What follows belongs to an exercise in optimizing a design on an open flow for small area; a production flow would make more cautious choices.
Where RTL was checked, it was by simulation tests only, not by an equivalence proof against the original.
No functional check of the RTL was part of runs 2 to 9.
Power figures rest on the tool's default switching activity, not on a simulated workload.

--- run.sh ---
#!/bin/bash
# synth_recipe.tcl (not shown) runs the flow's synth.tcl, then flattens the netlist and writes it again
# the make line also repeats each setting of config.mk as NAME=value (left out here)
make -C /OpenROAD-flow-scripts/flow DESIGN_CONFIG=/design/flow/config.mk WORK_HOME=/design/flow/orfs CLKGATE_MAP_FILE= SYNTH_SCRIPT=/design/flow/synth_recipe.tcl finish
--- config.mk ---
export PLATFORM = sky130hd
export DESIGN_NAME = i2s
export DESIGN_NICKNAME = i2s
export VERILOG_FILES = /design/flow/design.v
export SDC_FILE = /design/flow/constraint.sdc
export NUM_CORES = 4
export LEC_CHECK = 0
export CAP_MARGIN = 20
export CORE_MARGIN = 2
export CORE_UTILIZATION = 40
export SLEW_MARGIN = 20
--- constraint.sdc ---
create_clock -name core_clock -period 10.0 [get_ports {bck_i}]
set_input_delay 2.0000 -clock core_clock [delete_from_list [all_inputs] [get_ports {bck_i}]]
set_output_delay 2.0000 -clock core_clock [all_outputs]
set_load 0.01 [all_outputs]
--- design.v ---
module i2s(
    input               rst_i,
    input               mck_i,
    input               lrck_i,
    input               bck_i,
    input               data_i,
    output              mck_o,
    output              lrck_o,
    output              data_o,
    output reg          sdo,
    output reg          sync
);
localparam  BIT = 24;
localparam  B= 0;
localparam  E = B+BIT;
localparam  IDLE = 0;
localparam  R_START = 1;
localparam  R_TRANSFER = 2;
localparam  R_DONE = 3;
localparam  L_START = 4;
localparam  L_TRANSFER = 5;
localparam  L_DONE = 6;
localparam  FLASH = 7;
wire    rstn;
assign  rstn = rst_i;
assign  mck_o = mck_i;
assign  lrck_o = lrck_i;
assign  data_o = data_i;
reg     lrck_r;
reg     lrck_rr;
wire    left_start;
wire    right_start;
assign  left_start = lrck_r & ~lrck_rr;
assign  right_start = ~lrck_r & lrck_rr;
always @(negedge bck_i) begin
    if (!rstn) begin
        lrck_r <= 0;
        lrck_rr <= 0;
    end
    else begin
        lrck_r <= lrck_i;
        lrck_rr <= lrck_r;
    end
end
reg             data_r;
reg[3:0]        state_r;
reg[8:0]        count;
reg[BIT-1:0]    val;
reg[BIT-1:0]    val_r;
reg[BIT-1:0]    val_rr;
reg[BIT-1:0]    l_val;
reg[BIT-1:0]    r_val;
always @(negedge bck_i) begin
    if (!rstn) begin
        state_r <= IDLE;
        count <= 0;
        val <= 0;
        val_r <= 0;
        val_rr <= 0;
        l_val <= 0;
        r_val <= 0;
        data_r <= 0;
    end
    else begin
        data_r <= data_i;
        if (right_start)
            state_r <= R_TRANSFER;
        else if (left_start)
            state_r <= L_TRANSFER;
        else begin
            case(state_r)
                IDLE:
                    val <= 0;
                R_TRANSFER: begin
                    if (count == E) begin
                        count <= 0;
                        state_r <= R_DONE;
                    end
                    else if (count < E) begin
                        val <= {val, data_i};
                        count <= count + 1;
                    end
                end
                R_DONE: begin
                    val_r <= val;
                    val_rr <= val_r;
                    r_val <= {~val[BIT-1], val[BIT-2:0]};
                    state_r <= IDLE;
                end
                L_TRANSFER: begin
                    if (count == E) begin
                        count <= 0;
                        state_r <= L_DONE;
                    end
                    else if (count < E) begin
                        val <= {val, data_i};
                        count <= count + 1;
                    end
                end
                L_DONE: begin
                    l_val <= {~val[BIT-1], val[BIT-2:0]};
                    state_r <= IDLE;
                end
            endcase
        end
    end
end
localparam  WORD = 24;
reg [3:0]       state_w;
reg [5:0]       count_w;
reg [31:0]      key;
always @(posedge bck_i) begin
    if (!rstn)  begin
        count_w <= 0;
        key <= {8'h06, 24'hffffff};
        state_w <= FLASH;
    end
    else if (left_start) begin
        key <= {8'h08, l_val};
        state_w <= FLASH;
        sync <= 0;
    end
    else if (right_start) begin
        key <= {8'h09, r_val};
        state_w <= FLASH;
        sync <= 0;
    end
    else if (state_w == FLASH) begin
        if (count_w == WORD) begin
            state_w <= IDLE;
            count_w <= 0;
            sync <= 1;
            sdo <= 0;
        end
        else begin
            sync <= 0;
            sdo <= key[31 - count_w];
            count_w <= count_w + 1;
        end
    end
end
endmodule
==> flow_metrics.tcl, run 1 <==
set metrics [dict create \
    synth-seq-cells 122 \
    switching_power_uw 389 \
    total_power_uw 1350 \
    p_leak_uw 0.00265 \
    drv_cap 0 \
    cp.buffers_inverters 1 \
    ioPinCount 10 \
    cts_tree "yes" \
    crit_family "simple AND/OR/NAND/NOR gates" \
    fillCellCount 1293 \
    skew_ns 0.0395 \
    post-cts-setup-buffers 0 \
    cpPeakStageDelay_ns 0.90 \
    syn_nets 659 \
    ir_drop_mv 0.132 \
    fp.coreArea_mm2 0.0132 \
    cts.sinks 122 \
    drt-total-wl_um 12100 \
    dieHeight_um 120 \
    area_growth_syn_to_layout_pct 17.8 \
    num_antenna_cells 0 \
    via_count 4505 \
    pre_cts_ws_ns 1.39 \
    num_rows 42 \
    netSwitchingFraction_pct 28.8 \
    slew_headroom_pct 27.2 \
    worstPathMaxFanout 24 \
    fin_ws_ns 1.83 \
    synth_cell_type_count 51 \
    use_met1_pct 21.0 \
    yosysSeqAreaShare_pct 45.4 \
    outcome "complete, no violations" \
    worstPathArrival_ns 3.53 \
    async_flop_share_pct 0 \
    die_width_um 120 \
    antenna_found_initial 0 \
    finalMaxSlewViolations 0 \
    grt_pass1_wl_um 20900 \
    final_util_pct 48.2 \
    final_nets 721 \
    synth_edf_count 2 \
    tightest_slew_ns 1.09 \
    synth_cells 648 \
    holdWs_ns 0.448 \
    hpwl_um 6750 \
    clkPwrFrac_pct 54.8 \
    port-buffer-count 7 \
    grt_use_total_pct 18.1 \
    use_met3_pct 6.23 \
    p_seq_share_pct 38.4 \
    internal_power_uw 963 \
    crit_chain "buf_2, and2_1, nand2_1, mux2i_1" \
    routed_wire_length_per_instance_um 13.5 \
    antenna_left 0 \
    clk_pin_slew_worst_paths_ns 0.03 \
    grt_overflow 0 \
    busiest_layer "met2" \
    drc 0 \
    gp_congestion 0.743 \
    critPathLaunchType "input port" \
    critPathRequiredTime_ns 5.36 \
    path_class "input port to flop" \
    setup_violations 0 \
    firstDrtPassIters 5 \
    grt_max_degree 96 \
    syn_area_per_cell_um2 8.36 \
    cp-end-kind "flop" \
    drive_above_1_share_pct 7.88 \
    dr.first_iter.drc_count 232 \
    numCtsBuffers 17 \
    cts-root-buf "clkbuf_16" \
    cp_slowest_cell "and2_1" \
    die-area_mm2 0.0145 \
    h-tree-depth 4 \
    hp-class "flop to flop" \
    fin_tns_setup_ns 0 \
    cts_resized 0 \
    clk_path_buf_depth 2 \
    ys.flop_type "dfxtp_1" \
    hold_viol_final 0 \
    comb_power_share_pct 6.8 \
    grt_pass1_vias 4608 \
    initial_core_util_pct 40.9 \
    clk_latency_ns 0.45 \
    rsz0062_at_grt "no" \
    ys.warnings.count 1 \
    power_density_mw_per_mm2 212 \
    cts_hold_buf 0 \
    vias_per_cell 5.01 \
    synth_area_mm2 0.00542 \
    grtUsageMet2_pct 29.5 \
]
## worst reg2reg max path: stages, from the launching register on
cell,delay (ns)
dfxtp_1,0.34
inv_1,0.05
ha_1,0.27
buf_4,0.48
and2_1,0.34
nand4_1,0.18
nor2_1,0.18
xnor2_1,0.13
nor2_1,0.05
## final cells by class
cell class / instances / area (um^2) / area share, %
well taps: 176 / 220 / 3.45
inverters: 11 / 41.3 / 0.647
clock inverters: 99 / 444 / 6.96
clock buffers: 19 / 475 / 7.45
repair buffers: 11 / 95.1 / 1.49
flip-flops and latches: 122 / 2460 / 38.6
multi-input cells: 461 / 2650 / 41.5
## stage by stage
step | area [um^2] | instances
floorplan | 5420 | 648
global placement | 5460 | 782
detailed placement | 5470 | 782
CTS | 6380 | 899
global route | 6390 | 899
finish | 6390 | 899
## layer usage
layer / share of wire (%) / routed length [um] / vias up
met4: 0.54 / 65 / 0
li1: - / - / 2284
met1: 46 / 5570 / 2136
met3: 3.8 / 463 / 9
met5: 0 / 0 / -
met2: 50 / 6030 / 76
## cell usage after synthesis (all sizes together), types with 3 or more instances
cell,instances,area [um^2]
dfxtp,120,2400
xnor2,4,35.0
o211ai,25,193
mux2i,29,290
ha,6,75.1
a21boi,50,375
clkbuf,30,113
nor2,40,150
a21oi,26,130
and3,4,25.0
and2,13,82.6
o21ai,6,30.0
mux4,5,113
buf,23,166
xor2,4,35.0
nand2,207,777
inv,12,45.0
nor4,3,25.0
nand3,5,25.0
or2,4,27.5
nor2b,6,37.5
## cells in the final DEF, fill, tap and decap left out, types with 6 or more instances in the layout
cell type | Yosys | routed
o211ai_1 | 24 | 24
clkbuf_16 | 0 | 19
nand2_1 | 207 | 207
and2_1 | 12 | 12
nor2b_1 | 6 | 6
inv_1 | 12 | 97
mux2i_1 | 29 | 29
clkdlybuf4s50_1 | 0 | 6
a21boi_1 | 12 | 12
a21oi_1 | 26 | 26
a21boi_0 | 38 | 38
nor2_1 | 40 | 40
dfxtp_1 | 120 | 120
## logic make-up after synthesis
family	synth area share (%)
simple gates	22.9
flops	45.4
compound gates	15.6
buf+inv	5.98
mux	7.43
xor+xnor	1.29
fa+ha+maj	1.39
## sequential cells by signal, indices dropped and copies added, names as in the netlist
register / count
l_val: 24
lrck_r: 1
state_r: 3
count: 9
lrck_rr: 1
count_w: 6
sync: 1
state_w: 1
key: 27
val: 24
r_val: 24
sdo: 1
## worst paths after layout
path                                        startpoint                       to  slack (ns)  depth (start not counted)
worst min register to register  l_val[13]$_SDFFE_NN0P_   l_val[13]$_SDFFE_NN0P_        0.45                          2
worst min-delay path            l_val[13]$_SDFFE_NN0P_   l_val[13]$_SDFFE_NN0P_        0.45                          2
worst max register to register       lrck_r$_SDFF_NN0_  count_w[5]$_SDFFE_PN0P_        2.86                          8
worst max-delay path                             rst_i     val[18]$_SDFFE_NN0P_        1.83                          4
## power by group through the flow
| stage | sequential, uW | combinational (uW) | clock (uW) |
|---|---|---|---|
| 6_report | 520 | 91.6 | 741 |
| 5_1_grt | 522 | 102 | 814 |
| 4_1_cts | 520 | 92.5 | 761 |
| 3_5_place_dp | 527 | 91.6 | 52.7 |
| 3_3_place_gp | 526 | 89.6 | 52.7 |
| 2_1_floorplan | 518 | 84.2 | 52.7 |
==> run 2: changes to the inputs <==
==> design.v (replaced) <==
module i2s(
    input               rst_i,
    input               mck_i,
    input               lrck_i,
    input               bck_i,
    input               data_i,
    output              mck_o,
    output              lrck_o,
    output              data_o,
    output reg          sdo,
    output reg          sync
);
assign  mck_o = mck_i;
assign  lrck_o = lrck_i;
assign  data_o = data_i;
reg     lr1;
reg     d0;
always @(negedge bck_i) begin
    lr1 <= rst_i & lrck_i;
    d0 <= data_i;
end
reg         lr2;
reg [6:0]   dl;
reg [31:0]  sh;
reg [4:0]   cnt;     
reg [1:0]   m;       
wire start = lr1 ^ lr2;
wire [3:0] cy = {cy[2:0] & cnt[2:0], 1'b1};
wire pu = &m;
wire dbit = pu | (~|m & sh[31]);
wire [2:0] k = cnt[2:0];
wire cbit = pu ? (k == 3'd5 || k == 3'd6) : (k == 3'd4 || (k == 3'd7 && !lr1));
always @(posedge bck_i) begin
    lr2 <= lr1;
    dl <= {dl[5:0], d0};
    if (cnt[4])
        sh <= {sh[30:0], dl[6] ^ ~|cnt[3:0]};
    if (!rst_i || start)
        cnt <= 5'd8;
    else
        cnt <= cnt ^ {cy[3:0] & cnt[3:0], 1'b1} & {5{cnt[4] | cnt[3]}};
    if (!rst_i)
        m <= 2'd3;
    else if (start && m != 2'd0)
        m <= {m[1] & m[0], ~m[0]};
    if (rst_i) begin
        if (start)
            sync <= 1'b0;
        else begin
            sync <= ~(cnt[4] | cnt[3]);
            sdo <= cnt[4] ? dbit : (cnt[3] & cbit);
        end
    end
end
endmodule
==> flow_metrics.tcl, run 2 <==
set metrics [dict create \
    drive_above_1_share_pct 12.5 \
    drt-total-wl_um 2020 \
    yosys.cell_count.top_type "edfxtp_1" \
    synth_compound_area_share_pct 3.05 \
    cp_slowest_cell "clkdlybuf4s50_1" \
    antenna_left 0 \
    synthXorXnorAreaFrac_pct 3.66 \
    r2r_start "lr1$_DFF_N_" \
    final_nets 109 \
    cp-end-kind "flop" \
    syn_nets 97 \
    internal_power_uw 281 \
    synth_common_cells "edfxtp_1 (34), dfxtp_1 (17), nand2_1 (4), xor2_1 (4)" \
    finalMaxSlewViolations 0 \
    numCtsBuffers 5 \
    p_leak_uw 0.000633 \
    final_common_cell "edfxtp_1" \
    synth_area_mm2 0.00164 \
    ys.flop_type "edfxtp_1" \
    routed_wire_length_per_instance_um 13.1 \
    drv_cap 0 \
    antenna_found_initial 0 \
    drc 0 \
    cts-root-buf "clkbuf_8" \
    grt_max_degree 38 \
    gp_congestion 0.662 \
    num_rows 23 \
    critPathRequiredTime_ns 5.24 \
    crit_family "buffers and inverters" \
    post-cts-setup-buffers 0 \
    reg_top3 "sh: 32 flops, dl: 7 flops, cnt: 5 flops" \
    critPathLaunchType "input port" \
    crit_chain "clkdlybuf4s50_1, and2_1" \
    synth_fa_ha_area_share_pct 0.763 \
    clk_path_buf_depth 2 \
    hp-class "flop to flop" \
    power_density_mw_per_mm2 192 \
    comb_power_share_pct 3.0 \
    top_register "sh" \
    synth_edf_count 34 \
    initial_core_util_pct 41.3 \
    clk_pin_slew_worst_paths_ns 0.08 \
    firstDrtPassIters 4 \
    switching_power_uw 72.6 \
    cts_hold_buf 0 \
    fp.coreArea_mm2 0.00397 \
    worstPathMaxFanout 6 \
    grt_overflow 0 \
    cp.buffers_inverters 1 \
    tightest_slew_ns 0.426 \
    slew_headroom_pct 71.6 \
    via_count 717 \
    muxShareOfSynthArea_pct 0 \
    ys.warnings.count 1 \
    outcome "complete, no violations" \
    grt_pass1_wl_um 3280 \
    port-buffer-count 7 \
    worstHoldStart "dl[4]$_DFF_P_" \
    rsz0062_at_grt "no" \
    h-tree-depth 2 \
    die_width_um 68.0 \
    dieHeight_um 68.0 \
    area_growth_syn_to_layout_pct 12.1 \
    dr.first_iter.drc_count 74 \
    holdWs_ns 0.332 \
    num_antenna_cells 0 \
    clk_latency_ns 0.35 \
    synth.largest_area_cell "edfxtp_1" \
    cpPeakStageDelay_ns 0.49 \
    skew_ns 0.0560 \
    die-area_mm2 0.00463 \
    syn_area_per_cell_um2 18.0 \
    p_seq_share_pct 64.9 \
    synth_top_area_share_pct 62.2 \
    vias_per_cell 4.66 \
    async_flop_share_pct 0 \
    final_cell_mix "edfxtp_1 (34), dfxtp_1 (17), clkdlybuf4s50_1 (7)" \
    cts.sinks 51 \
    synth_cell_type_count 28 \
    startpoint "rst_i" \
    final_util_pct 46.3 \
    fin_ws_ns 2.56 \
    path_class "input port to flop" \
    total_power_uw 354 \
    ir_drop_mv 0.0976 \
    hpwl_um 1180 \
    fin_tns_setup_ns 0 \
    cts_tree "yes" \
    hold_viol_final 0 \
    yosys.area_share.simple_pct 7.40 \
    synth-seq-cells 51 \
    netSwitchingFraction_pct 20.5 \
    yosysSeqAreaShare_pct 83.0 \
    synth_cells 91 \
    grt_pass1_vias 687 \
    synth_top_family_by_area "simple AND/OR/NAND/NOR gates" \
    largest_reg_flops 32 \
    synthTopCellsByArea "edfxtp_1 (62%), dfxtp_1 (21%), xor2_1 (2.1%)" \
    clkPwrFrac_pct 32.1 \
    setup_violations 0 \
    cts_resized 0 \
    worstPathArrival_ns 2.68 \
    pre_cts_ws_ns 2.19 \
    grt_use_total_pct 10.4 \
    ioPinCount 10 \
]
## run 2: cell count changes in the layout (fill, tap and decap cells not counted), moves of 12 or more
cell / change
a21boi_0: -38
a21boi_1: -12
a21oi_1: -26
clkbuf_16: -19
dfxtp_1: -103
edfxtp_1: +32
inv_1: -94
mux2i_1: -29
nand2_1: -203
nor2_1: -37
o211ai_1: -23
## run 2: logic make-up (layout without fill, tap and decap cells)
group                      after synthesis  in the layout
adders and majority gates                1              1
xor gates and xnor gates                 6              6
AOI/OAI and AO/OA                        7              7
DFF                                     51             51
and+or+nand+nor                         20             20
buffers and inverters                    6             19
## run 2: area by class of cell
| class | count | area (um^2) |
|---|---|---|
| Fill cell | 348 | 2130 |
| Multi-Input combinational cell | 34 | 244 |
| Timing Repair Buffer | 8 | 77.6 |
| Clock inverter | 5 | 21.3 |
| Inverter | 1 | 3.75 |
| Clock buffer | 5 | 68.8 |
| Sequential cell | 51 | 1360 |
| Tap cell | 50 | 62.6 |
## run 2: metrics by stage
step | cells | instance area [um^2]
CTS | 154 | 1840
finish | 154 | 1840
global placement | 145 | 1750
detailed placement | 145 | 1750
floorplan | 91 | 1640
global route | 154 | 1840
## run 2: power groups by stage
| stage | Combinational (uW) | Sequential, uW | Clock (uW) |
|---|---|---|---|
| finish | 10.6 | 230 | 113 |
| global route | 12.1 | 230 | 125 |
| CTS | 10.8 | 230 | 118 |
| detailed placement | 10.7 | 235 | 1.88 |
| global placement | 10.3 | 234 | 1.88 |
| floorplan | 8.47 | 233 | 1.88 |
## run 2: worst paths after layout
kind                            slack [ns]             to  depth (start not counted)
worst max-delay path                  2.56    lr1$_DFF_N_                          2
worst min register to register        0.33  dl[5]$_DFF_P_                          0
worst min-delay path                  0.33  dl[5]$_DFF_P_                          0
worst max register to register        3.81  sdo$_DFFE_PP_                          3
## run 2: layer usage
layer,wire [um],GRT usage [%],vias to the layer above
met3,92,5.92,2
met4,12,4.50,0
met2,884,13.2,12
met1,1030,14.3,354
met5,0,0,-
li1,-,-,349
==> run 3: changes to the inputs <==
--- a/config.mk
+++ b/config.mk
@@ -8,4 +8,7 @@
 export CAP_MARGIN = 20
 export CORE_MARGIN = 2
 export CORE_UTILIZATION = 40
+export CTS_BUF_LIST = sky130_fd_sc_hd__clkbuf_8
+export CTS_CLUSTER_DIAMETER = 500
+export CTS_CLUSTER_SIZE = 60
 export SLEW_MARGIN = 20
==> flow_metrics.tcl, run 3 <==
set metrics [dict create \
    cts_hold_buf 0 \
    fin_tns_setup_ns 0 \
    min_delay_path_depth 0 \
    fin_ws_ns 2.56 \
    reg2reg_slack_ns 3.81 \
    post-cts-setup-buffers 0 \
    synth.largest_area_cell "edfxtp_1" \
    crit_chain "clkdlybuf4s50_1, and2_1" \
    final_util_pct 46.3 \
    reg_top3 "sh: 32 flops, dl: 7 flops, cnt: 5 flops" \
    skew_ns 0.0560 \
    dieHeight_um 68.0 \
    hold_viol_final 0 \
    syn_area_per_cell_um2 18.0 \
    synth_top_area_share_pct 62.2 \
    synth_cell_type_count 28 \
    synth_edf_count 34 \
    slew_headroom_pct 71.6 \
    gp_congestion 0.662 \
    die_width_um 68.0 \
    synth_cells 91 \
    fp.coreArea_mm2 0.00397 \
    tightest_slew_ns 0.426 \
    worstPathArrival_ns 2.68 \
    cpPeakStageDelay_ns 0.49 \
    synth_common_cells "edfxtp_1 (34), dfxtp_1 (17), nand2_1 (4), xor2_1 (4)" \
    clk_pin_slew_worst_paths_ns 0.08 \
    whs_endpoint "dl[5]$_DFF_P_" \
    power_density_mw_per_mm2 192 \
    drive_above_1_share_pct 12.5 \
    worstPathMaxFanout 6 \
    grt_overflow 0 \
    r2r_start "lr1$_DFF_N_" \
    ir_drop_mv 0.0976 \
    routed_wire_length_per_instance_um 13.1 \
    cts.sinks 51 \
    clk_latency_ns 0.35 \
    vias_per_cell 4.66 \
    grt_use_total_pct 10.4 \
    yosysSeqAreaShare_pct 83.0 \
    crit_family "buffers and inverters" \
    port-buffer-count 7 \
    critPathRequiredTime_ns 5.24 \
    r2r_end "sdo$_DFFE_PP_" \
    grt_pass1_wl_um 3280 \
    cp.buffers_inverters 1 \
    antenna_left 0 \
    rsz0062_at_grt "no" \
    path_class "input port to flop" \
    num_antenna_cells 0 \
    synth-seq-cells 51 \
    dr.first_iter.drc_count 74 \
    num_rows 23 \
    worstHoldStart "dl[4]$_DFF_P_" \
    hp-class "flop to flop" \
    async_flop_share_pct 0 \
    finalMaxSlewViolations 0 \
    ys.warnings.count 1 \
    reg2reg_depth 3 \
    die-area_mm2 0.00463 \
    p_leak_uw 0.000633 \
    top_register "sh" \
    pre_cts_ws_ns 2.19 \
    area_growth_syn_to_layout_pct 12.1 \
    h-tree-depth 2 \
    via_count 717 \
    cts-root-buf "clkbuf_8" \
    firstDrtPassIters 4 \
    largest_reg_flops 32 \
    final_cell_mix "edfxtp_1 (34), dfxtp_1 (17), clkdlybuf4s50_1 (7)" \
    cts_tree "yes" \
    syn_nets 97 \
    cp-end-kind "flop" \
    final_nets 109 \
    cp_slowest_cell "clkdlybuf4s50_1" \
    outcome "complete, no violations" \
    drc 0 \
    cts_resized 0 \
    grt_max_degree 38 \
    yosys.cell_count.top_type "edfxtp_1" \
    numCtsBuffers 5 \
    final_common_cell "edfxtp_1" \
    ioPinCount 10 \
    critPathLaunchType "input port" \
    ys.flop_type "edfxtp_1" \
    clk_path_buf_depth 2 \
    synth_area_mm2 0.00164 \
    fillCellCount 348 \
    drt-total-wl_um 2020 \
    drv_cap 0 \
    synthTopCellsByArea "edfxtp_1 (62%), dfxtp_1 (21%), xor2_1 (2.1%)" \
    antenna_found_initial 0 \
    initial_core_util_pct 41.3 \
    setup_violations 0 \
    hpwl_um 1180 \
    grt_pass1_vias 687 \
]
run 3: area by class of cell:
type / instances / area (um^2) / share of cell area, %
Inverter: 1 / 3.75 / 0.204
Timing Repair Buffer: 8 / 77.6 / 4.22
Sequential cell: 51 / 1360 / 74.0
Multi-Input combinational cell: 34 / 244 / 13.3
Tap cell: 50 / 62.6 / 3.40
Clock inverter: 5 / 21.3 / 1.16
Clock buffer: 5 / 68.8 / 3.74
run 3: cell families (layout without fill, tap and decap cells):
family | count (synthesis) | after routing | share of synthesized area (%)
flip-flops | 51 | 51 | 83.0
AND/OR/NAND/NOR | 20 | 20 | 7.40
AO/OA/AOI/OAI | 7 | 7 | 3.05
XOR/XNOR | 6 | 6 | 3.66
buffers and inverters | 6 | 19 | 2.14
adder cells (fa/ha/maj) | 1 | 1 | 0.763
run 3: metrics by stage:
stage	area (um^2)	power, uW	hold WS [ns]	cells
floorplan	1640	244	0.310	91
finish	1840	354	0.332	154
global placement	1750	246	0.312	145
global route	1840	368	0.342	154
detailed placement	1750	247	0.314	145
CTS	1840	359	0.335	154
run 3: how the worst max path moves through the flow:
| stage | endpoint | slack, ns | depth (start not counted) | from |
|---|---|---|---|---|
| final | lr1$_DFF_N_ | 2.56 | 2 | rst_i |
| after global routing | lr1$_DFF_N_ | 2.55 | 2 | rst_i |
| after CTS | lr1$_DFF_N_ | 2.56 | 2 | rst_i |
| after detailed placement | lr1$_DFF_N_ | 2.19 | 2 | rst_i |
| after global placement | lr1$_DFF_N_ | 2.22 | 2 | rst_i |
| after floorplan | lr1$_DFF_N_ | 2.76 | 1 | rst_i |
run 3: power breakdown:
| group | total, uW | internal [uW] | switching [uW] |
|---|---|---|---|
| combinational | 10.6 | 6.20 | 4.43 |
| clock | 113 | 49.0 | 64.4 |
| sequential | 230 | 226 | 3.69 |
run 3: routing by layer:
layer	GRT usage, %	vias up	part of all wire (%)	wire length [um]
li1	-	349	-	-
met1	14.3	354	51	1030
met2	13.2	12	44	884
met3	5.92	2	4.6	92
met4	4.50	0	0.60	12
met5	0	-	0	0
==> run 4: changes to the inputs <==
--- a/config.mk
+++ b/config.mk
@@ -8,7 +8,7 @@
 export CAP_MARGIN = 20
 export CORE_MARGIN = 2
 export CORE_UTILIZATION = 40
-export CTS_BUF_LIST = sky130_fd_sc_hd__clkbuf_8
+export CTS_BUF_LIST = sky130_fd_sc_hd__clkbuf_16
 export CTS_CLUSTER_DIAMETER = 500
 export CTS_CLUSTER_SIZE = 60
 export SLEW_MARGIN = 20
==> flow_metrics.tcl, run 4 <==
set metrics [dict create \
    outcome "complete, no violations" \
    grt_overflow 0 \
    synth_top_area_share_pct 62.2 \
    cp_slowest_cell "clkdlybuf4s50_1" \
    rsz0062_at_grt "no" \
    syn_nets 97 \
    yosysSeqAreaShare_pct 83.0 \
    syn_area_per_cell_um2 18.0 \
    cts_hold_buf 0 \
    fp.coreArea_mm2 0.00397 \
    h-tree-depth 2 \
    critPathRequiredTime_ns 5.24 \
    yosys.cell_count.top_type "edfxtp_1" \
    stdcell_count 154 \
    firstDrtPassIters 3 \
    num_antenna_cells 0 \
    numCtsBuffers 5 \
    synth_common_cells "edfxtp_1 (34), dfxtp_1 (17), nand2_1 (4), xor2_1 (4)" \
    seq_area_mm2 0.00136 \
    clk_latency_ns 0.35 \
    final_nets 109 \
    area_growth_syn_to_layout_pct 15.6 \
    hpwl_um 1180 \
    post-cts-setup-buffers 0 \
    final_util_pct 47.7 \
    multi_input_comb_area_um2 244 \
    worstPathArrival_ns 2.68 \
    path_class "input port to flop" \
    num_rows 23 \
    reg_top3 "sh: 32 flops, dl: 7 flops, cnt: 5 flops" \
    fin_tns_setup_ns 0 \
    clk_path_buf_depth 2 \
    synth_edf_count 34 \
    fillCellCount 340 \
    top_register "sh" \
    setup_violations 0 \
    cts_tree "yes" \
    hold_viol_final 0 \
    crit_family "buffers and inverters" \
    drv_cap 0 \
    via_count 716 \
    cts_resized 0 \
    synth_fa_ha_area_share_pct 0.763 \
    ys.flop_type "edfxtp_1" \
    drc 0 \
    initial_core_util_pct 41.3 \
    min_delay_path_depth 0 \
    cp_num_cells 2 \
    finalMaxSlewViolations 0 \
    yosys.area_share.simple_pct 7.40 \
    die_width_um 68.0 \
    r2r_start "lr1$_DFF_N_" \
    dpl.cell_count 145 \
    final_common_cell "edfxtp_1" \
    critPathLaunchType "input port" \
    routed_wire_length_per_instance_um 13.4 \
    port-buffer-count 7 \
    worstHoldStart "dl[4]$_DFF_P_" \
    grt_pass1_vias 690 \
    synth_cells 91 \
    synth_cell_type_count 28 \
    reg2reg_depth 3 \
    dieHeight_um 68.0 \
    startpoint "rst_i" \
    antenna_found_initial 0 \
    final_cell_mix "edfxtp_1 (34), dfxtp_1 (17), clkdlybuf4s50_1 (7)" \
    slew_headroom_pct 71.8 \
    cpPeakStageDelay_ns 0.49 \
    skew_ns 0.0698 \
    grt_pass1_wl_um 3280 \
    cts-root-buf "clkbuf_16" \
    ir_drop_mv 0.113 \
    cp-end-kind "flop" \
    die-area_mm2 0.00463 \
    async_flop_share_pct 0 \
    largest_reg_flops 32 \
    muxShareOfSynthArea_pct 0 \
    synthXorXnorAreaFrac_pct 3.66 \
    cp.buffers_inverters 1 \
    worstPathMaxFanout 6 \
    synth-seq-cells 51 \
    cts.sinks 51 \
    power_density_mw_per_mm2 212 \
    p_leak_uw 0.000658 \
    drive_above_1_share_pct 12.5 \
    vias_per_cell 4.65 \
    grt_use_total_pct 10.6 \
    hp-class "flop to flop" \
    ioPinCount 10 \
    synthTopCellsByArea "edfxtp_1 (62%), dfxtp_1 (21%), xor2_1 (2.1%)" \
    synth_top_family_by_area "simple AND/OR/NAND/NOR gates" \
    antenna_left 0 \
    drt-total-wl_um 2070 \
    synth_compound_area_share_pct 3.05 \
    tightest_slew_ns 0.423 \
    dr.first_iter.drc_count 61 \
    synth.largest_area_cell "edfxtp_1" \
    synth_area_mm2 0.00164 \
    crit_chain "clkdlybuf4s50_1, and2_1" \
    grt_max_degree 38 \
    ys.warnings.count 1 \
    clk_pin_slew_worst_paths_ns 0.06 \
    gp_congestion 0.662 \
]
-- run 4: final cells by class --
type	count	share of cell area (%)
Multi-Input combinational cell	34	12.9
Inverter	1	0.198
Tap cell	50	3.30
Sequential cell	51	71.8
Clock inverter	5	1.12
Clock buffer	5	6.60
Timing Repair Buffer	8	4.09
-- run 4: report_power, final --
part	total, uW	leakage [uW]	switching (uW)	internal, uW
clock network	161	0.0000825	68.7	92.2
logic	10.8	0.000126	4.56	6.24
registers	230	0.000449	3.68	226
total	402	0.000658	77.0	325
-- run 4: logic make-up after synthesis --
logic type                 after synthesis
AOI/OAI and AO/OA                        7
xor gates and xnor gates                 6
DFF                                     51
adders and majority gates                1
and+or+nand+nor                         20
buffers and inverters                    6
-- run 4: routing by layer --
layer  wire length [um]  track usage [%]  share of wire [%]
met1               1040             13.9                 50
met2                935             13.6                 45
met3                 78             6.41                3.8
met4                 18             5.25               0.87
met5                  0                0                  0
-- run 4: worst paths after layout --
kind | endpoint | slack (ns)
worst max-delay path | lr1$_DFF_N_ | 2.56
worst min register to register | dl[5]$_DFF_P_ | 0.33
worst max register to register | sdo$_DFFE_PP_ | 3.79
worst min-delay path | dl[5]$_DFF_P_ | 0.33
-- run 4: stage by stage --
stage	total power, uW	cell area, um^2	hold slack, ns	worst slack (ns)
3_3_place_gp	246	1750	0.312	2.22
6_report	402	1900	0.326	2.56
5_1_grt	418	1900	0.335	2.55
2_1_floorplan	244	1640	0.310	2.76
4_1_cts	408	1900	0.329	2.56
3_5_place_dp	247	1750	0.314	2.19
==> run 5: changes to the inputs <==
==> flow/run.sh (new file) <==
#!/bin/bash
# Standard layout, with small port buffers and a lighter clock tree.
set -euo pipefail
export BUFFER_PORTS_ARGS="-buffer_cell sky130_fd_sc_hd__buf_1"
export CTS_ARGS="-sink_clustering_enable -repair_clock_nets -dont_use_dummy_load -buf_list sky130_fd_sc_hd__clkbuf_16 -root_buf sky130_fd_sc_hd__clkbuf_16 -sink_clustering_size 60 -sink_clustering_max_diameter 500"
bash standard.sh > standard.log 2>&1
==> standard.sh (new file) <==
#!/bin/bash
# synth_recipe.tcl (not shown) runs the flow's synth.tcl, then flattens the netlist and writes it again
# the make line also repeats each setting of config.mk as NAME=value (left out here)
make -C /OpenROAD-flow-scripts/flow DESIGN_CONFIG=/design/flow/config.mk WORK_HOME=/design/flow/orfs CLKGATE_MAP_FILE= SYNTH_SCRIPT=/design/flow/synth_recipe.tcl "${@:-finish}"
--- a/config.mk
+++ b/config.mk
@@ -8,7 +8,4 @@
 export CAP_MARGIN = 20
 export CORE_MARGIN = 2
 export CORE_UTILIZATION = 40
-export CTS_BUF_LIST = sky130_fd_sc_hd__clkbuf_16
-export CTS_CLUSTER_DIAMETER = 500
-export CTS_CLUSTER_SIZE = 60
 export SLEW_MARGIN = 20
removed: run.sh
==> flow_metrics.tcl, run 5 <==
set metrics [dict create \
    cts_hold_buf 0 \
    cts.sinks 51 \
    clk_path_buf_depth 2 \
    p_seq_share_pct 58.8 \
    internal_power_uw 320 \
    cpPeakStageDelay_ns 0.17 \
    hp-class "flop to flop" \
    final_cell_mix "edfxtp_1 (34), dfxtp_1 (17), buf_1 (7)" \
    cp.buffers_inverters 1 \
    p_leak_uw 0.000629 \
    yosys.cell_count.top_type "edfxtp_1" \
    cp_slowest_cell "and2_1" \
    cts-root-buf "clkbuf_16" \
    routed_wire_length_per_instance_um 13.0 \
    slew_headroom_pct 70.8 \
    worstPathMaxFanout 6 \
    final_common_cell "edfxtp_1" \
    post-cts-setup-buffers 0 \
    reg_top3 "sh: 32 flops, dl: 7 flops, cnt: 5 flops" \
    comb_power_share_pct 2.3 \
    antenna_left 0 \
    num_rows 23 \
    firstDrtPassIters 2 \
    skew_ns 0.0703 \
    reg2reg_depth 3 \
    synth_top_family_by_area "simple AND/OR/NAND/NOR gates" \
    ys.flop_type "edfxtp_1" \
    stdcell_count 151 \
    via_count 710 \
    clk_latency_ns 0.34 \
    crit_family "simple AND/OR/NAND/NOR gates" \
    critPathRequiredTime_ns 5.24 \
    fillCellCount 349 \
    hold_viol_final 0 \
    finalMaxSlewViolations 0 \
    syn_nets 97 \
    die_width_um 68.0 \
    grt_pass1_wl_um 3130 \
    seq_area_mm2 0.00136 \
    critPathLaunchType "input port" \
    synth_top_area_share_pct 62.2 \
    yosys.area_share.simple_pct 7.40 \
    async_flop_share_pct 0 \
    muxShareOfSynthArea_pct 0 \
    drc 0 \
    h-tree-depth 2 \
    num_antenna_cells 0 \
    ioPinCount 10 \
    area_growth_syn_to_layout_pct 12.1 \
    largest_reg_flops 32 \
    syn_area_per_cell_um2 18.0 \
    die-area_mm2 0.00463 \
    grt_max_degree 39 \
    clk_pin_slew_worst_paths_ns 0.06 \
    crit_chain "buf_1, and2_1" \
    outcome "complete, no violations" \
    synth.largest_area_cell "edfxtp_1" \
    hpwl_um 1140 \
    rsz0062_at_grt "no" \
    multi_input_comb_area_um2 244 \
    total_power_uw 391 \
    dieHeight_um 68.0 \
    endpoint "lr1$_DFF_N_" \
    ir_drop_mv 0.119 \
    yosysSeqAreaShare_pct 83.0 \
    fin_tns_setup_ns 0 \
    drt-total-wl_um 1970 \
    dpl.cell_count 145 \
    cp_num_cells 2 \
    grt_pass1_vias 653 \
    synth_fa_ha_area_share_pct 0.763 \
    synthTopCellsByArea "edfxtp_1 (62%), dfxtp_1 (21%), xor2_1 (2.1%)" \
    synthXorXnorAreaFrac_pct 3.66 \
    initial_core_util_pct 41.3 \
    grt_overflow 0 \
    grt_use_total_pct 9.98 \
    numCtsBuffers 5 \
    worstPathArrival_ns 2.30 \
    tightest_slew_ns 0.439 \
    synth_common_cells "edfxtp_1 (34), dfxtp_1 (17), nand2_1 (4), xor2_1 (4)" \
    synth_cells 91 \
    drv_cap 0 \
    ys.warnings.count 1 \
    synth_compound_area_share_pct 3.05 \
    final_nets 109 \
    power_density_mw_per_mm2 213 \
    setup_violations 0 \
    fp.coreArea_mm2 0.00397 \
    synth_area_mm2 0.00164 \
    cts_tree "yes" \
    clkPwrFrac_pct 38.9 \
    reg2reg_slack_ns 3.80 \
    path_class "input port to flop" \
    drive_above_1_share_pct 10.9 \
    dr.first_iter.drc_count 66 \
    port-buffer-count 7 \
    r2r_end "cnt[3]$_SDFF_PN1_" \
    gp_congestion 0.681 \
    startpoint "rst_i" \
    antenna_found_initial 0 \
    synth_cell_type_count 28 \
    top_register "sh" \
    vias_per_cell 4.70 \
    cts_resized 0 \
    cp-end-kind "flop" \
    synth-seq-cells 51 \
    r2r_start "lr1$_DFF_N_" \
    synth_edf_count 34 \
    netSwitchingFraction_pct 18.2 \
    switching_power_uw 71.0 \
]
-- run 5: cell counts after synthesis --
Identical to the previous run, type by type.
-- run 5: worst min path at each step --
| stage | startpoint | depth (start not counted) | slack [ns] | end |
|---|---|---|---|---|
| 2_1_floorplan | dl[0]$_DFF_P_ | 0 | 0.31 | dl[1]$_DFF_P_ |
| 3_3_place_gp | dl[2]$_DFF_P_ | 0 | 0.31 | dl[3]$_DFF_P_ |
| 3_5_place_dp | dl[4]$_DFF_P_ | 0 | 0.31 | dl[5]$_DFF_P_ |
| 4_1_cts | dl[4]$_DFF_P_ | 0 | 0.33 | dl[5]$_DFF_P_ |
| 5_1_grt | dl[3]$_DFF_P_ | 0 | 0.34 | dl[4]$_DFF_P_ |
| 6_report | dl[4]$_DFF_P_ | 0 | 0.33 | dl[5]$_DFF_P_ |
-- run 5: stage by stage --
step | util [%] | hold slack (ns) | setup WS [ns] | cell area (um^2)
floorplan | - | 0.310 | 2.76 | 1640
global placement | 43.0 | 0.314 | 2.60 | 1710
detailed placement | 43.0 | 0.315 | 2.57 | 1710
CTS | 46.3 | 0.331 | 2.93 | 1840
global route | 46.3 | 0.337 | 2.92 | 1840
finish | 46.3 | 0.329 | 2.93 | 1840
-- run 5: logic make-up after synthesis --
| family | after synthesis |
|---|---|
| and+or+nand+nor | 20 |
| DFF | 51 |
| buffers and inverters | 6 |
| xor gates and xnor gates | 6 |
| adders and majority gates | 1 |
| AOI/OAI and AO/OA | 7 |
-- run 5: final cells by class --
| type | count | share of cell area [%] |
|---|---|---|
| Clock buffer | 5 | 6.81 |
| Clock inverter | 2 | 0.408 |
| Inverter | 1 | 0.204 |
| Multi-Input combinational cell | 34 | 13.3 |
| Sequential cell | 51 | 74.1 |
| Tap cell | 50 | 3.40 |
| Timing Repair Buffer | 8 | 1.84 |
-- run 5: layer usage --
layer	GRT usage [%]	part of all wire (%)
met5	0	0
met4	6.00	2.0
met3	4.44	4.0
met2	12.4	43
met1	14.1	51
-- run 5: power groups by stage --
stage                     registers, uW  logic (uW)  clock network (uW)
after detailed placement            235        9.05                1.88
after global placement              234        8.75                1.88
after global routing                230        10.0                 166
final                               230        8.98                 152
after floorplan                     233        8.47                1.88
after CTS                           230        9.13                 158
==> run 6: changes to the inputs <==
==> flow/run.sh (replaced) <==
#!/bin/bash
# Standard layout, with small port buffers and a lighter clock tree.
set -euo pipefail
export BUFFER_PORTS_ARGS="-buffer_cell sky130_fd_sc_hd__buf_1"
export CTS_ARGS="-sink_clustering_enable -repair_clock_nets -dont_use_dummy_load -buf_list sky130_fd_sc_hd__clkbuf_4 -root_buf sky130_fd_sc_hd__clkbuf_8"
bash standard.sh > standard.log 2>&1
==> flow_metrics.tcl, run 6 <==
set metrics [dict create \
    grt_use_total_pct 10.2 \
    fp.coreArea_mm2 0.00397 \
    fin_tns_setup_ns 0 \
    final_nets 109 \
    clk_pin_slew_worst_paths_ns 0.08 \
    pre_cts_ws_ns 2.57 \
    skew_ns 0.0621 \
    path_class "input port to flop" \
    cpPeakStageDelay_ns 0.17 \
    ir_drop_mv 0.105 \
    yosys.cell_count.top_type "edfxtp_1" \
    cts.sinks 51 \
    ys.flop_type "edfxtp_1" \
    post-cts-setup-buffers 0 \
    cp_num_cells 2 \
    worstPathArrival_ns 2.31 \
    largest_reg_flops 32 \
    tightest_slew_ns 0.435 \
    hpwl_um 1140 \
    r2r_start "lr1$_DFF_N_" \
    use_met1_pct 13.9 \
    fin_ws_ns 2.93 \
    cts-root-buf "clkbuf_8" \
    ys.warnings.count 1 \
    synth.largest_area_cell "edfxtp_1" \
    reg_top3 "sh: 32 flops, dl: 7 flops, cnt: 5 flops" \
    hp-class "flop to flop" \
    drt-total-wl_um 1970 \
    antenna_left 0 \
    p_leak_uw 0.000603 \
    synth_cells 91 \
    initial_core_util_pct 41.3 \
    yosysSeqAreaShare_pct 83.0 \
    firstDrtPassIters 2 \
    num_rows 23 \
    cp_slowest_cell "and2_1" \
    cp-end-kind "flop" \
    power_density_mw_per_mm2 193 \
    synthTopCellsByArea "edfxtp_1 (62%), dfxtp_1 (21%), xor2_1 (2.1%)" \
    grt_overflow 0 \
    cp.buffers_inverters 1 \
    critPathRequiredTime_ns 5.24 \
    cts_tree "yes" \
    critPathLaunchType "input port" \
    routed_wire_length_per_instance_um 13.1 \
    drive_above_1_share_pct 10.9 \
    async_flop_share_pct 0 \
    cts_resized 0 \
    rsz0062_at_grt "no" \
    vias_per_cell 4.67 \
    final_common_cell "edfxtp_1" \
    die-area_mm2 0.00463 \
    setup_violations 0 \
    synth_common_cells "edfxtp_1 (34), dfxtp_1 (17), nand2_1 (4), xor2_1 (4)" \
    synth_top_area_share_pct 62.2 \
    ioPinCount 10 \
    grtUsageMet2_pct 12.6 \
    finalMaxSlewViolations 0 \
    antenna_found_initial 0 \
    fin_area_mm2 0.00178 \
    crit_family "simple AND/OR/NAND/NOR gates" \
    final_cell_mix "edfxtp_1 (34), dfxtp_1 (17), buf_1 (7)" \
    port-buffer-count 7 \
    dieHeight_um 68.0 \
    grt_pass1_vias 664 \
    drv_cap 0 \
    grt_max_degree 39 \
    num_antenna_cells 0 \
    h-tree-depth 2 \
    drc 0 \
    min_delay_path_depth 0 \
    hold_viol_final 0 \
    reg2reg_slack_ns 3.82 \
    multi_input_comb_area_um2 244 \
    grt_pass1_wl_um 3150 \
    syn_nets 97 \
    top_register "sh" \
    via_count 705 \
    numCtsBuffers 5 \
    area_growth_syn_to_layout_pct 8.62 \
    clk_latency_ns 0.35 \
    syn_area_per_cell_um2 18.0 \
    fillCellCount 357 \
    r2r_end "cnt[3]$_SDFF_PN1_" \
    outcome "complete, no violations" \
    dr.first_iter.drc_count 67 \
    synth-seq-cells 51 \
    dpl.cell_count 145 \
    worstPathMaxFanout 6 \
    reg2reg_depth 3 \
    die_width_um 68.0 \
    synth_cell_type_count 28 \
    final_util_pct 44.9 \
    slew_headroom_pct 71.0 \
    stdcell_count 151 \
    crit_chain "buf_1, and2_1" \
    busiest_layer "met1" \
    synth_edf_count 34 \
    use_met3_pct 4.44 \
    seq_area_mm2 0.00136 \
    synth_area_mm2 0.00164 \
    worstHoldStart "dl[4]$_DFF_P_" \
    gp_congestion 0.681 \
    clk_path_buf_depth 2 \
    post_dp_cell_area_mm2 0.00171 \
    whs_endpoint "dl[5]$_DFF_P_" \
    cts_hold_buf 0 \
]
-- run 6: changes by cell type in the layout (fill, tap and decap cells not counted) --
cell and change:
clkbuf_16 -5, clkbuf_8 +5
-- run 6: how the worst max path moves through the flow --
| stage | startpoint | endpoint |
|---|---|---|
| final | rst_i | lr1$_DFF_N_ |
| after floorplan | rst_i | lr1$_DFF_N_ |
| after CTS | rst_i | lr1$_DFF_N_ |
| after global routing | rst_i | lr1$_DFF_N_ |
| after detailed placement | rst_i | lr1$_DFF_N_ |
| after global placement | rst_i | lr1$_DFF_N_ |
-- run 6: cell families (layout without fill, tap and decap cells) --
kind of cell / Yosys count / in the layout / synth area share (%)
buffers and inverters: 6 / 16 / 2.14
XOR/XNOR: 6 / 6 / 3.66
AO/OA/AOI/OAI: 7 / 7 / 3.05
adder cells (fa/ha/maj): 1 / 1 / 0.763
flip-flops: 51 / 51 / 83.0
AND/OR/NAND/NOR: 20 / 20 / 7.40
-- run 6: routing by layer --
metal  part of all wire, %  wire length (um)
met5                     0                 0
met4                   2.9                57
met2                    43               850
met3                   4.4                86
met1                    50               980
-- run 6: per-stage QoR --
| step | hold slack, ns | power, uW |
|---|---|---|
| finish | 0.331 | 344 |
| global route | 0.344 | 358 |
| CTS | 0.340 | 349 |
| detailed placement | 0.315 | 245 |
| global placement | 0.314 | 245 |
| floorplan | 0.310 | 244 |
-- run 6: power by group --
part	leakage (uW)	switching, uW	internal [uW]
logic	0.000108	4.49	4.50
registers	0.000449	3.55	226
clock network	0.0000466	58.8	46.2
-- run 6: cell type report --
| class | count | share of cell area, % |
|---|---|---|
| flip-flops and latches | 51 | 76.4 |
| multi-input cells | 34 | 13.7 |
| clock buffers | 5 | 3.86 |
| well taps | 50 | 3.51 |
| repair buffers | 8 | 1.90 |
| clock inverters | 2 | 0.421 |
| inverters | 1 | 0.211 |
==> run 7: changes to the inputs <==
==> flow/run.sh (replaced) <==
#!/bin/bash
# Standard layout, with small port buffers and a lighter clock tree.
set -euo pipefail
export BUFFER_PORTS_ARGS="-buffer_cell sky130_fd_sc_hd__buf_1"
export CTS_ARGS="-sink_clustering_enable -repair_clock_nets -dont_use_dummy_load"
bash standard.sh > standard.log 2>&1
==> flow_metrics.tcl, run 7 <==
set metrics [dict create \
    outcome "complete, no violations" \
    hpwl_um 1140 \
    critPathLaunchType "input port" \
    clk_pin_slew_worst_paths_ns 0.08 \
    num_rows 23 \
    slew_headroom_pct 71.0 \
    routed_wire_length_per_instance_um 13.1 \
    p_leak_uw 0.000603 \
    reg2reg_depth 3 \
    hp-class "flop to flop" \
    synth_common_cells "edfxtp_1 (34), dfxtp_1 (17), nand2_1 (4), xor2_1 (4)" \
    cts-root-buf "clkbuf_8" \
    synth_edf_count 34 \
    area_growth_syn_to_layout_pct 8.62 \
    synth_top_area_share_pct 62.2 \
    die-area_mm2 0.00463 \
    fin_tns_setup_ns 0 \
    fillCellCount 357 \
    initial_core_util_pct 41.3 \
    r2r_start "lr1$_DFF_N_" \
    synth_area_mm2 0.00164 \
    critPathRequiredTime_ns 5.24 \
    syn_area_per_cell_um2 18.0 \
    reg2reg_slack_ns 3.82 \
    cts.sinks 51 \
    async_flop_share_pct 0 \
    top_register "sh" \
    drt-total-wl_um 1970 \
    clk_latency_ns 0.35 \
    cts_tree "yes" \
    dr.first_iter.drc_count 67 \
    worstPathArrival_ns 2.31 \
    synth.largest_area_cell "edfxtp_1" \
    gp_congestion 0.681 \
    tightest_slew_ns 0.435 \
    whs_endpoint "dl[5]$_DFF_P_" \
    ys.warnings.count 1 \
    firstDrtPassIters 2 \
    cp.buffers_inverters 1 \
    synthTopCellsByArea "edfxtp_1 (62%), dfxtp_1 (21%), xor2_1 (2.1%)" \
    yosysSeqAreaShare_pct 83.0 \
    skew_ns 0.0621 \
    numCtsBuffers 5 \
    path_class "input port to flop" \
    grt_max_degree 39 \
    finalMaxSlewViolations 0 \
    hold_viol_final 0 \
    synth-seq-cells 51 \
    clk_path_buf_depth 2 \
    worstHoldStart "dl[4]$_DFF_P_" \
    vias_per_cell 4.67 \
    drive_above_1_share_pct 10.9 \
    grt_use_total_pct 10.2 \
    setup_violations 0 \
    synth_cell_type_count 28 \
    final_nets 109 \
    rsz0062_at_grt "no" \
    syn_nets 97 \
    cp-end-kind "flop" \
    largest_reg_flops 32 \
    cpPeakStageDelay_ns 0.17 \
    die_width_um 68.0 \
    synth_cells 91 \
    h-tree-depth 2 \
    num_antenna_cells 0 \
    port-buffer-count 7 \
    cts_resized 0 \
    antenna_left 0 \
    reg_top3 "sh: 32 flops, dl: 7 flops, cnt: 5 flops" \
    via_count 705 \
    crit_chain "buf_1, and2_1" \
    yosys.cell_count.top_type "edfxtp_1" \
    min_delay_path_depth 0 \
    r2r_end "cnt[3]$_SDFF_PN1_" \
    dieHeight_um 68.0 \
    final_common_cell "edfxtp_1" \
    drv_cap 0 \
    antenna_found_initial 0 \
    worstPathMaxFanout 6 \
    drc 0 \
    grt_pass1_vias 664 \
    grt_pass1_wl_um 3150 \
    ys.flop_type "edfxtp_1" \
    ir_drop_mv 0.105 \
    ioPinCount 10 \
    final_cell_mix "edfxtp_1 (34), dfxtp_1 (17), buf_1 (7)" \
    grt_overflow 0 \
    power_density_mw_per_mm2 193 \
    crit_family "simple AND/OR/NAND/NOR gates" \
    post-cts-setup-buffers 0 \
    cp_slowest_cell "and2_1" \
    fp.coreArea_mm2 0.00397 \
    cts_hold_buf 0 \
    final_util_pct 44.9 \
]
[run 7: cells by family after synthesis]
logic type | Yosys count | synth area share [%]
flops | 51 | 83.0
simple gates | 20 | 7.40
compound gates | 7 | 3.05
xor+xnor | 6 | 3.66
buf+inv | 6 | 2.14
fa+ha+maj | 1 | 0.763
[run 7: per-stage QoR]
| stage | instances | power [uW] | hold slack, ns | instance area [um^2] | setup slack [ns] |
|---|---|---|---|---|---|
| after floorplan | 91 | 244 | 0.310 | 1640 | 2.76 |
| after global placement | 145 | 245 | 0.314 | 1710 | 2.60 |
| after detailed placement | 145 | 245 | 0.315 | 1710 | 2.57 |
| after CTS | 151 | 349 | 0.340 | 1780 | 2.94 |
| after global routing | 151 | 358 | 0.344 | 1780 | 2.93 |
| final | 151 | 344 | 0.331 | 1780 | 2.93 |
[run 7: report_power, final]
part | leakage [uW] | internal (uW) | switching [uW]
Combinational | 0.000108 | 4.50 | 4.49
Clock | 0.0000466 | 46.2 | 58.8
Sequential | 0.000449 | 226 | 3.55
Total | 0.000603 | 277 | 66.8
[run 7: metal layers]
| layer | wire length [um] | up-vias | track usage [%] |
|---|---|---|---|
| li1 | - | 347 | - |
| met1 | 980 | 339 | 13.9 |
| met2 | 850 | 11 | 12.6 |
| met3 | 86 | 8 | 4.44 |
| met4 | 57 | 0 | 7.50 |
| met5 | 0 | - | 0 |
[run 7: final cells by class]
type                       count  area [um^2]  share of cell area (%)
timing repair buffer           8         33.8                    1.90
multi-input combinational     34          244                    13.7
clock buffer                   5         68.8                    3.86
inverter                       1         3.75                   0.211
sequential                    51         1360                    76.4
tap                           50         62.6                    3.51
clock inverter                 2         7.51                   0.421
[run 7: worst max path at each step]
stage / from / to / slack [ns] / depth (start not counted)
after floorplan: rst_i / lr1$_DFF_N_ / 2.76 / 1
after global placement: rst_i / lr1$_DFF_N_ / 2.60 / 2
after detailed placement: rst_i / lr1$_DFF_N_ / 2.57 / 2
after CTS: rst_i / lr1$_DFF_N_ / 2.94 / 2
after global routing: rst_i / lr1$_DFF_N_ / 2.93 / 2
final: rst_i / lr1$_DFF_N_ / 2.93 / 2
==> run 8: changes to the inputs <==
==> flow/run.sh (replaced) <==
#!/bin/bash
# Standard layout, with small port buffers and a lighter clock tree.
set -euo pipefail
export BUFFER_PORTS_ARGS="-buffer_cell sky130_fd_sc_hd__buf_1"
export CTS_ARGS="-sink_clustering_enable -repair_clock_nets -dont_use_dummy_load -sink_clustering_levels 1 -sink_clustering_size 60 -sink_clustering_max_diameter 500"
bash standard.sh > standard.log 2>&1
==> flow_metrics.tcl, run 8 <==
set metrics [dict create \
    synth_common_cells "edfxtp_1 (34), dfxtp_1 (17), nand2_1 (4), xor2_1 (4)" \
    hpwl_um 1140 \
    finalMaxSlewViolations 0 \
    outcome "complete, no violations" \
    drive_above_1_share_pct 10.9 \
    cts.sinks 51 \
    h-tree-depth 2 \
    cts_resized 0 \
    die-area_mm2 0.00463 \
    die_width_um 68.0 \
    path_class "input port to flop" \
    crit_family "simple AND/OR/NAND/NOR gates" \
    holdWs_ns 0.331 \
    tightest_slew_ns 0.435 \
    grt_pass1_vias 664 \
    skew_ns 0.0621 \
    synthTopCellsByArea "edfxtp_1 (62%), dfxtp_1 (21%), xor2_1 (2.1%)" \
    ys.flop_type "edfxtp_1" \
    p_leak_uw 0.000603 \
    pre_cts_ws_ns 2.57 \
    synth_cell_type_count 28 \
    ioPinCount 10 \
    synth_cells 91 \
    largest_reg_flops 32 \
    antenna_found_initial 0 \
    cp-end-kind "flop" \
    synth_top_area_share_pct 62.2 \
    cts_hold_buf 0 \
    clk_latency_ns 0.35 \
    synth-seq-cells 51 \
    async_flop_share_pct 0 \
    worstPathArrival_ns 2.31 \
    critPathLaunchType "input port" \
    antenna_left 0 \
    ir_drop_mv 0.105 \
    cp.buffers_inverters 1 \
    final_nets 109 \
    clk_pin_slew_worst_paths_ns 0.08 \
    grt_max_degree 39 \
    yosysSeqAreaShare_pct 83.0 \
    fin_ws_ns 2.93 \
    synth_area_mm2 0.00164 \
    cp_slowest_cell "and2_1" \
    crit_chain "buf_1, and2_1" \
    drv_cap 0 \
    post-cts-setup-buffers 0 \
    drt-total-wl_um 1970 \
    syn_area_per_cell_um2 18.0 \
    power_density_mw_per_mm2 193 \
    cts-root-buf "clkbuf_8" \
    syn_nets 97 \
    setup_violations 0 \
    drc 0 \
    fin_tns_setup_ns 0 \
    port-buffer-count 7 \
    yosys.cell_count.top_type "edfxtp_1" \
    firstDrtPassIters 2 \
    final_cell_mix "edfxtp_1 (34), dfxtp_1 (17), buf_1 (7)" \
    routed_wire_length_per_instance_um 13.1 \
    top_register "sh" \
    ys.warnings.count 1 \
    grt_pass1_wl_um 3150 \
    synth.largest_area_cell "edfxtp_1" \
    initial_core_util_pct 41.3 \
    dieHeight_um 68.0 \
    grt_overflow 0 \
    worstPathMaxFanout 6 \
    dr.first_iter.drc_count 67 \
    hp-class "flop to flop" \
    critPathRequiredTime_ns 5.24 \
    fp.coreArea_mm2 0.00397 \
    cts_tree "yes" \
    hold_viol_final 0 \
    grt_use_total_pct 10.2 \
    fillCellCount 357 \
    rsz0062_at_grt "no" \
    vias_per_cell 4.67 \
    reg_top3 "sh: 32 flops, dl: 7 flops, cnt: 5 flops" \
    via_count 705 \
    num_antenna_cells 0 \
    synth_edf_count 34 \
    num_rows 23 \
    slew_headroom_pct 71.0 \
    gp_congestion 0.681 \
    final_util_pct 44.9 \
    final_common_cell "edfxtp_1" \
    numCtsBuffers 5 \
    area_growth_syn_to_layout_pct 8.62 \
    clk_path_buf_depth 2 \
    cpPeakStageDelay_ns 0.17 \
]
run 8: cell counts in the layout (fill, tap and decap cells not counted):
Identical to the previous run, type by type.
run 8: power by group:
part	leakage, uW	internal [uW]	switching [uW]	total (uW)
logic	0.000108	4.50	4.49	8.98
clock network	0.0000466	46.2	58.8	105
registers	0.000449	226	3.55	230
run 8: layer usage:
| metal | global-route usage (%) | share of wire (%) | vias to the layer above |
|---|---|---|---|
| li1 | - | - | 347 |
| met3 | 4.44 | 4.4 | 8 |
| met2 | 12.6 | 43 | 11 |
| met5 | 0 | 0 | - |
| met1 | 13.9 | 50 | 339 |
| met4 | 7.50 | 2.9 | 0 |
run 8: worst paths after layout:
kind / from / end / slack [ns] / cells after the start
worst min-delay path: dl[4]$_DFF_P_ / dl[5]$_DFF_P_ / 0.33 / 0
worst min register to register: dl[4]$_DFF_P_ / dl[5]$_DFF_P_ / 0.33 / 0
worst max-delay path: rst_i / lr1$_DFF_N_ / 2.93 / 2
worst max register to register: lr1$_DFF_N_ / cnt[3]$_SDFF_PN1_ / 3.82 / 3
run 8: cell type report:
type / instances / area (um^2) / share of cell area, %
tap: 50 / 62.6 / 3.51
clock buffer: 5 / 68.8 / 3.86
clock inverter: 2 / 7.51 / 0.421
timing repair buffer: 8 / 33.8 / 1.90
inverter: 1 / 3.75 / 0.211
multi-input combinational: 34 / 244 / 13.7
sequential: 51 / 1360 / 76.4
run 8: metrics by stage:
stage	instance area, um^2	std cells	power (uW)
after floorplan	1640	91	244
after global placement	1710	145	245
after detailed placement	1710	145	245
after CTS	1780	151	349
after global routing	1780	151	358
final	1780	151	344
run 8: kinds of logic (layout without fill, tap and decap cells):
kind of cell	after synthesis	in the layout	synth area share [%]
flops	51	51	83.0
simple gates	20	20	7.40
compound gates	7	7	3.05
xor+xnor	6	6	3.66
buf+inv	6	16	2.14
fa+ha+maj	1	1	0.763
==> run 9: changes to the inputs <==
==> flow/run.sh (replaced) <==
#!/bin/bash
# Standard layout, with small port buffers and a lighter clock tree.
set -euo pipefail
export BUFFER_PORTS_ARGS="-buffer_cell sky130_fd_sc_hd__buf_1"
export CTS_ARGS="-sink_clustering_enable -repair_clock_nets -dont_use_dummy_load -buf_list sky130_fd_sc_hd__clkbuf_16 -root_buf sky130_fd_sc_hd__clkbuf_16 -sink_buffer_max_cap_derate 1.0 -sink_clustering_size 60 -sink_clustering_max_diameter 500"
bash standard.sh > standard.log 2>&1
==> flow_metrics.tcl, run 9 <==
set metrics [dict create \
    vias_per_cell 4.70 \
    synth_fa_ha_area_share_pct 0.763 \
    cts_resized 0 \
    hp-class "flop to flop" \
    synth_top_family_by_area "simple AND/OR/NAND/NOR gates" \
    synth_top_area_share_pct 62.2 \
    crit_chain "buf_1, and2_1" \
    die-area_mm2 0.00463 \
    die_width_um 68.0 \
    reg2reg_depth 3 \
    grt_pass1_vias 653 \
    initial_core_util_pct 41.3 \
    finalMaxSlewViolations 0 \
    ir_drop_mv 0.119 \
    synth_compound_area_share_pct 3.05 \
    firstDrtPassIters 2 \
    cp_slowest_cell "and2_1" \
    syn_nets 97 \
    p_leak_uw 0.000629 \
    whs_endpoint "dl[5]$_DFF_P_" \
    port-buffer-count 7 \
    fin_tns_setup_ns 0 \
    grt_overflow 0 \
    synth_edf_count 34 \
    dr.first_iter.drc_count 66 \
    critPathLaunchType "input port" \
    ys.warnings.count 1 \
    tightest_slew_ns 0.439 \
    dr_wl_met3_um 79 \
    cp.buffers_inverters 1 \
    clk_path_buf_depth 2 \
    worstHoldStart "dl[4]$_DFF_P_" \
    cts-root-buf "clkbuf_16" \
    final_nets 109 \
    drt-total-wl_um 1970 \
    via_count 710 \
    synth_common_cells "edfxtp_1 (34), dfxtp_1 (17), nand2_1 (4), xor2_1 (4)" \
    antenna_found_initial 0 \
    yosysSeqAreaShare_pct 83.0 \
    post-cts-setup-buffers 0 \
    drc 0 \
    routed_wire_length_per_instance_um 13.0 \
    path_class "input port to flop" \
    final_cell_mix "edfxtp_1 (34), dfxtp_1 (17), buf_1 (7)" \
    yosys.cell_count.top_type "edfxtp_1" \
    cts.sinks 51 \
    outcome "complete, no violations" \
    reg2reg_slack_ns 3.80 \
    cpPeakStageDelay_ns 0.17 \
    num_rows 23 \
    hpwl_um 1140 \
    hold_viol_final 0 \
    cts_tree "yes" \
    fp.coreArea_mm2 0.00397 \
    ioPinCount 10 \
    r2r_end "cnt[3]$_SDFF_PN1_" \
    wl_met2_um 845 \
    top_layer_used "met4" \
    synthXorXnorAreaFrac_pct 3.66 \
    critPathRequiredTime_ns 5.24 \
    area_growth_syn_to_layout_pct 12.1 \
    gp_congestion 0.681 \
    cts_hold_buf 0 \
    synth_cells 91 \
    final_util_pct 46.3 \
    drive_above_1_share_pct 10.9 \
    grt_max_degree 39 \
    synth_cell_type_count 28 \
    grt_pass1_wl_um 3130 \
    syn_area_per_cell_um2 18.0 \
    final_common_cell "edfxtp_1" \
    synth.largest_area_cell "edfxtp_1" \
    power_density_mw_per_mm2 213 \
    drv_cap 0 \
    reg_top3 "sh: 32 flops, dl: 7 flops, cnt: 5 flops" \
    clk_pin_slew_worst_paths_ns 0.06 \
    cp-end-kind "flop" \
    synth_area_mm2 0.00164 \
    dieHeight_um 68.0 \
    num_antenna_cells 0 \
    slew_headroom_pct 70.8 \
    ys.flop_type "edfxtp_1" \
    numCtsBuffers 5 \
    antenna_left 0 \
    async_flop_share_pct 0 \
    synth-seq-cells 51 \
    clk_latency_ns 0.34 \
    worstPathArrival_ns 2.30 \
    h-tree-depth 2 \
    crit_family "simple AND/OR/NAND/NOR gates" \
    setup_violations 0 \
    synthTopCellsByArea "edfxtp_1 (62%), dfxtp_1 (21%), xor2_1 (2.1%)" \
    yosys.area_share.simple_pct 7.40 \
    muxShareOfSynthArea_pct 0 \
    drt-met1-wl_um 1000 \
    min_delay_path_depth 0 \
    skew_ns 0.0703 \
    worstPathMaxFanout 6 \
    rsz0062_at_grt "no" \
    top_register "sh" \
    grt_use_total_pct 9.98 \
    largest_reg_flops 32 \
    r2r_start "lr1$_DFF_N_" \
]
run 9: cell counts after synthesis:
Identical to the previous run, type by type.
run 9: worst max path at each step:
| stage | start | endpoint | cells past startpoint |
|---|---|---|---|
| after CTS | rst_i | lr1$_DFF_N_ | 2 |
| after global routing | rst_i | lr1$_DFF_N_ | 2 |
| after global placement | rst_i | lr1$_DFF_N_ | 2 |
| after detailed placement | rst_i | lr1$_DFF_N_ | 2 |
| after floorplan | rst_i | lr1$_DFF_N_ | 1 |
| final | rst_i | lr1$_DFF_N_ | 2 |
run 9: area by class of cell:
cell class | count | area (um^2)
Sequential cell | 51 | 1360
Inverter | 1 | 3.75
Timing Repair Buffer | 8 | 33.8
Multi-Input combinational cell | 34 | 244
Tap cell | 50 | 62.6
Clock buffer | 5 | 125
Fill cell | 349 | 2130
Clock inverter | 2 | 7.51
run 9: cell families after synthesis:
kind of cell,after synthesis
simple gates,20
fa+ha+maj,1
xor+xnor,6
buf+inv,6
flops,51
compound gates,7
run 9: routing by layer:
| metal | GRT usage, % | up-vias |
|---|---|---|
| met1 | 14.1 | 347 |
| met2 | 12.4 | 10 |
| met3 | 4.44 | 5 |
| met4 | 6.00 | 0 |
| met5 | 0 | - |
| li1 | - | 348 |
run 9: power by group:
group / internal [uW] / switching (uW)
Combinational: 4.50 / 4.49
Sequential: 226 / 3.52
Clock: 89.4 / 63.0
Total: 320 / 71.0
run 9: per-stage QoR:
step / power, uW / std cells / instance area, um^2 / hold slack, ns / worst slack, ns
CTS: 397 / 151 / 1840 / 0.331 / 2.93
finish: 391 / 151 / 1840 / 0.329 / 2.93
global route: 407 / 151 / 1840 / 0.337 / 2.92
detailed placement: 245 / 145 / 1710 / 0.315 / 2.57
floorplan: 244 / 91 / 1640 / 0.310 / 2.76
global placement: 245 / 145 / 1710 / 0.314 / 2.60
